This is an optimization exercise on Yosys and OpenROAD, whose aim is small area, not a production implementation. Only simulation tests tie the RTL to the original design; equivalence was not proved. Power figures rest on the tool's default switching activity, not on a simulated workload.

Setup of 06-10:
==> module fp16_approximate_adder, before the edit <==
module fp16_approximate_adder (
    input  wire [15:0] x,
    input  wire [11:0] y,
    input  wire        clr,
    input  wire        kill,
    output wire [15:0] r
);
    wire sx = x[15];
    wire sy = y[11];
    wire [4:0] ex = x[14:10], ey = y[10:6];
    wire [9:0] mx = x[9:0];
    wire [5:0] my = y[5:0];
    genvar i;
    wire [6:0] bc;
    assign bc[0] = 1'b0;
    generate for (i = 0; i < 6; i = i + 1) begin : g_bm
        assign bc[i+1] = (!mx[i+4] & my[i]) | (!(mx[i+4] ^ my[i]) & bc[i]);
    end endgenerate
    wire bm = bc[6];
    wire [5:0] tb;
    wire [5:0] t;
    assign tb[0] = 1'b0;
    generate for (i = 0; i < 5; i = i + 1) begin : g_t
        assign t[i] = ex[i] ^ ey[i] ^ tb[i];
        assign tb[i+1] = (!ex[i] & ey[i]) | (!(ex[i] ^ ey[i]) & tb[i]);
    end endgenerate
    assign t[5] = tb[5];
    wire tz = t[4:0] == 5'd0;
    wire x_ge = kill | (!clr & !t[5] & (!tz | !bm));
    wire sh4 = !((t[5:2] == 4'b0000) | ((t[5:2] == 4'b1111) & (t[1] | t[0])));
    wire sh1 = !sh4 & t[0];
    wire sh2 = !sh4 & (t[1] ^ (t[0] & t[5]));
    wire [4:0] el = x_ge ? ex : ey;
    wire hx = ex != 5'd0, hy = ey != 5'd0;
    wire [10:0] L = x_ge ? {1'b1, mx} : {1'b1, my, 4'd0};
    wire [10:0] S = x_ge ? {hy, my, 4'd0} : {hx, mx};
    wire nz = !(clr | kill);
    wire o0 = nz & !sh4 & !sh1 & !sh2, o1 = nz & sh1 & !sh2, o2 = nz & !sh1 & sh2,
         o3 = nz & sh1 & sh2, o4 = nz & sh4;
    wire [14:0] Sx = {4'b0, S};
    wire [10:0] S3;
    generate for (i = 0; i < 11; i = i + 1) begin : g_sh
        assign S3[i] = (o0 & Sx[i]) | (o1 & Sx[i+1]) | (o2 & Sx[i+2]) | (o3 & Sx[i+3]) | (o4 & Sx[i+4]);
    end endgenerate
    wire sub = sx ^ sy;
    wire [10:0] B = S3 ^ {11{sub}};
    wire [11:0] cc;
    wire [11:0] sum;
    assign cc[0] = sub;
    generate for (i = 0; i < 11; i = i + 1) begin : g_s
        assign sum[i] = L[i] ^ B[i] ^ cc[i];
        assign cc[i+1] = (L[i] & B[i]) | (cc[i] & (L[i] ^ B[i]));
    end endgenerate
    assign sum[11] = cc[11] & !sub;
    wire up = sum[11], dn = !sum[11] & !sum[10];
    wire kp = !sum[11] & sum[10];
    wire zero = !clr & (x_ge ? !hx : !hy);
    wire upm = up & !zero & (el != 5'd30);
    wire kpm = kp & !zero & (el != 5'd31);
    wire dnm = dn & !zero & (el != 5'd0);
    wire [11:0] sx0 = {sum[10:0], 1'b0};
    wire [9:0] mr;
    generate for (i = 0; i < 10; i = i + 1) begin : g_n
        assign mr[i] = (upm & sum[i+1]) | (kpm & sum[i]) | (dnm & sx0[i]);
    end endgenerate
    wire [5:0] k;
    wire [4:0] er;
    assign k[0] = up | dn;
    generate for (i = 0; i < 5; i = i + 1) begin : g_e
        assign er[i] = el[i] ^ k[i];
        assign k[i+1] = k[i] & (el[i] ^ dn);
    end endgenerate
    assign r[15] = x_ge ? sx : sy;
    assign r[14:10] = zero ? 5'd0 : er;
    assign r[9:0] = mr;
endmodule
==> module fp16_approx_mac_unit, before the edit <==
module fp16_approx_mac_unit (
    input  wire        clk,
    input  wire        rst_n,
    input  wire        enable,
    input  wire        clr_d,
    input  wire        p_ok,    
    input  wire [10:0] a,       
    input  wire        a_ok,    
    input  wire [10:0] w,
    input  wire        w_ok,
    output reg  [15:0] acc_out
);
    wire [11:0] p;
    reg  [11:0] p_reg;
    fp16_approximate_multiplier mult (.a(a), .a_ok(a_ok), .b(w), .b_ok(w_ok), .p(p));
    always @(posedge clk) begin
        if (enable)
            p_reg <= p;
    end
    wire [15:0] s;
    fp16_approximate_adder adder (.x(acc_out), .y(p_reg), .clr(clr_d), .kill(!p_ok), .r(s));
    always @(posedge clk or negedge rst_n) begin
        if (!rst_n)
            acc_out <= 16'h0000;
        else if (enable)
            acc_out <= s;
    end
endmodule
clock: 12.0 ns
lec_check: 0
cap_margin: 20
core_margin: 2
core_utilization: 60
gpl_timing_driven: 0
place_density: 0.72
slew_margin: 20
standard.sh (not shown) runs the stock make flow with config.mk's settings and CLKGATE_MAP_FILE= SYNTH_SCRIPT=/design/flow/synth_recipe.tcl, a recipe that flattens the netlist after the stock synthesis.
==> flow/flow/run.sh <==
#!/bin/bash
# Own flow: the standard layout (standard.sh), with two changes in synthesis: Yosys's synth
# runs without its generic ABC pass (-noabc), and the final ABC technology mapping uses an
# area-oriented script (flow/area.abc) instead of ORFS's abc_speed/abc_area scripts. Everything
# else (the Yosys passes, the registers, and every layout step) is the standard flow's, except
# for the clock tree synthesis options (cts_args below), the port buffers' cell and no timing
# repair in the floorplan step.
set -euo pipefail
here=$(pwd)
# synth_recipe.tcl with the abc command's -script argument replaced
{
  cat <<TCL
proc abc {args} {
  set i [lsearch -exact \$args -script]
  if {\$i >= 0} { lset args [expr {\$i + 1}] {$here/flow/area.abc} }
  puts "own flow: abc -script [lindex \$args [expr {\$i + 1}]]"
  yosys abc {*}\$args
}
TCL
  head -n 1 synth_recipe.tcl
  # replaces synth_recipe.tcl's synth (its first line) with one that also skips the generic ABC
  # pass inside synth's fine stage, so that extract_fa sees the adders as written
  echo 'proc synth {args} { yosys synth -nofsm -noshare -noabc {*}$args }'
  tail -n +2 synth_recipe.tcl
} > own_synth.tcl
# clock tree: larger sink clusters and no dummy loads (fewer clock buffers)
cts_args="-sink_clustering_enable -repair_clock_nets -dont_use_dummy_load -sink_clustering_size 25 -sink_clustering_max_diameter 120"
bash standard.sh SYNTH_SCRIPT="$here/own_synth.tcl" synth > synth.log 2>&1
# every input and output port still gets its buffer, the smallest one (buf_1)
# floorplan: no timing repair before placement (REMOVE_ABC_BUFFERS, which only removes synthesis
# buffers there); the enable net's unbuffered fanout makes that repair upsize cells for nothing
bash standard.sh SYNTH_SCRIPT="$here/own_synth.tcl" CTS_ARGS="$cts_args" REMOVE_ABC_BUFFERS=1 \
  BUFFER_PORTS_ARGS="-buffer_cell sky130_fd_sc_hd__buf_1" finish > layout.log 2>&1
==> flow/flow/area.abc <==
strash
&get -n
&st
&dch
&nf -a -R 1000
&put
The inputs of 02-24 differ from those of 06-10 as listed below.
-- flow/design.v --
<<< 06-10, line 110
    input  wire        clr,
    input  wire        kill,
    output wire [15:0] r
);
>>> 02-24, line 110
    input  wire        clr,
    input  wire        kill,
    input  wire        hold,
    output wire [15:0] r
);
<<< 06-10, line 137
    wire sh1 = !sh4 & t[0];
    wire sh2 = !sh4 & (t[1] ^ (t[0] & t[5]));
    wire [4:0] el = x_ge ? ex : ey;
    wire hx = ex != 5'd0, hy = ey != 5'd0;
    wire [10:0] L = x_ge ? {1'b1, mx} : {1'b1, my, 4'd0};
    wire [10:0] S = x_ge ? {hy, my, 4'd0} : {hx, mx};
    wire nz = !(clr | kill);
    wire o0 = nz & !sh4 & !sh1 & !sh2, o1 = nz & sh1 & !sh2, o2 = nz & !sh1 & sh2,
         o3 = nz & sh1 & sh2, o4 = nz & sh4;
>>> 02-24, line 138
    wire sh1 = !sh4 & t[0];
    wire sh2 = !sh4 & (t[1] ^ (t[0] & t[5]));
    wire xl = x_ge | hold;                 
    wire [4:0] el = xl ? ex : ey;
    wire hx = ex != 5'd0, hy = ey != 5'd0;
    wire [10:0] L = xl ? {1'b1, mx} : {1'b1, my, 4'd0};
    wire [10:0] S = x_ge ? {hy, my, 4'd0} : {hx, mx};
    wire nz = !(clr | kill | hold);
    wire o0 = nz & !sh4 & !sh1 & !sh2, o1 = nz & sh1 & !sh2, o2 = nz & !sh1 & sh2,
         o3 = nz & sh1 & sh2, o4 = nz & sh4;
<<< 06-10, line 149
        assign S3[i] = (o0 & Sx[i]) | (o1 & Sx[i+1]) | (o2 & Sx[i+2]) | (o3 & Sx[i+3]) | (o4 & Sx[i+4]);
    end endgenerate
    wire sub = sx ^ sy;
    wire [10:0] B = S3 ^ {11{sub}};
    wire [11:0] cc;
>>> 02-24, line 151
        assign S3[i] = (o0 & Sx[i]) | (o1 & Sx[i+1]) | (o2 & Sx[i+2]) | (o3 & Sx[i+3]) | (o4 & Sx[i+4]);
    end endgenerate
    wire sub = !hold & (sx ^ sy);
    wire [10:0] B = S3 ^ {11{sub}};
    wire [11:0] cc;
<<< 06-10, line 161
    wire up = sum[11], dn = !sum[11] & !sum[10];
    wire kp = !sum[11] & sum[10];
    wire zero = !clr & (x_ge ? !hx : !hy);
    wire upm = up & !zero & (el != 5'd30);
    wire kpm = kp & !zero & (el != 5'd31);
>>> 02-24, line 163
    wire up = sum[11], dn = !sum[11] & !sum[10];
    wire kp = !sum[11] & sum[10];
    wire zero = !clr & !hold & (x_ge ? !hx : !hy);
    wire upm = up & !zero & (el != 5'd30);
    wire kpm = kp & !zero & (el != 5'd31);
<<< 06-10, line 177
        assign k[i+1] = k[i] & (el[i] ^ dn);
    end endgenerate
    assign r[15] = x_ge ? sx : sy;
    assign r[14:10] = zero ? 5'd0 : er;
    assign r[9:0] = mr;
>>> 02-24, line 179
        assign k[i+1] = k[i] & (el[i] ^ dn);
    end endgenerate
    assign r[15] = xl ? sx : sy;
    assign r[14:10] = zero ? 5'd0 : er;
    assign r[9:0] = mr;
<<< 06-10, line 201
    end
    wire [15:0] s;
    fp16_approximate_adder adder (.x(acc_out), .y(p_reg), .clr(clr_d), .kill(!p_ok), .r(s));
    always @(posedge clk or negedge rst_n) begin
        if (!rst_n)
            acc_out <= 16'h0000;
        else if (enable)
            acc_out <= s;
    end
>>> 02-24, line 203
    end
    wire [15:0] s;
    fp16_approximate_adder adder (.x(acc_out), .y(p_reg), .clr(clr_d), .kill(!p_ok), .hold(!enable),
                                  .r(s));
    always @(posedge clk or negedge rst_n) begin
        if (!rst_n)
            acc_out <= 16'h0000;
        else
            acc_out <= s;
    end
--- outcome ---
- Across 06-10 and 02-24, the outcome is the same: a clean finish for every run.
- Beginning of the critical path = enable: 02-24; beginning of the critical path = gen_row[0].gen_col[2].pe.acc_out[10]$_DFFE_PN0P_: 06-10
- Taking 06-10 as the reference, in 02-24 clock share of power rose 1.6 points, critical path required time shows no meaningful change, combinational share of power has decreased.
- Width of the die, 02-24 vs 06-10: down slightly
- Summary of 02-24 over 06-10: time the worst path needs with I/O delays and setup up 950 ps; final clock period utilization by the worst path up 7.9 points.
- On pin count of the biggest net entering global routing: between 06-10 and 02-24, it ends up lower for 02-24.
- Sort 06-10 and 02-24 by fraction of power consumed by sequential logic asc -> top: 06-10
- Comparing area after synthesis for 06-10 and 02-24, the bigger number came from 06-10.
- Relative to 06-10, the final area measured on 02-24 has decreased slightly.

static timing again, ports no longer ideal:
The flow's constraints put no driver on any port. The routed layouts listed below were extracted and timed again, unchanged, in two steps.
Step 1 sets driving cells, clkbuf_16 on the clock port and buf_2 on the other inputs (assumed; they add their load-dependent delay and slew).
Step 2, shift: input delay + t, output delay - t, t = (earliest + latest rising clock arrival at the registers) / 2. This alone moves slack from input paths to output paths.
a / b / c = ideal ports / drivers / drivers and shift; a / b = the first two.
run	t (ns)	slack for setup (ns)	hold WS [ns]	worst setup path after step 2	worst register clock-pin slew, ns
06-10	1.075	1.351 / 1.351 / 1.351	0.442 / 0.442 / 0.442	register to register	0.11 / 0.11
02-24	1.047	0.397 / 0.498 / -0.549	0.450 / 0.450 / 0.450	input to register	0.11 / 0.11
Met with ideal ports but missed after step 2: setup timing in 02-24. For 02-24, which loses most, drivers alone change the setup slack by +0.101 ns; drivers and shift together by -0.946 ns.
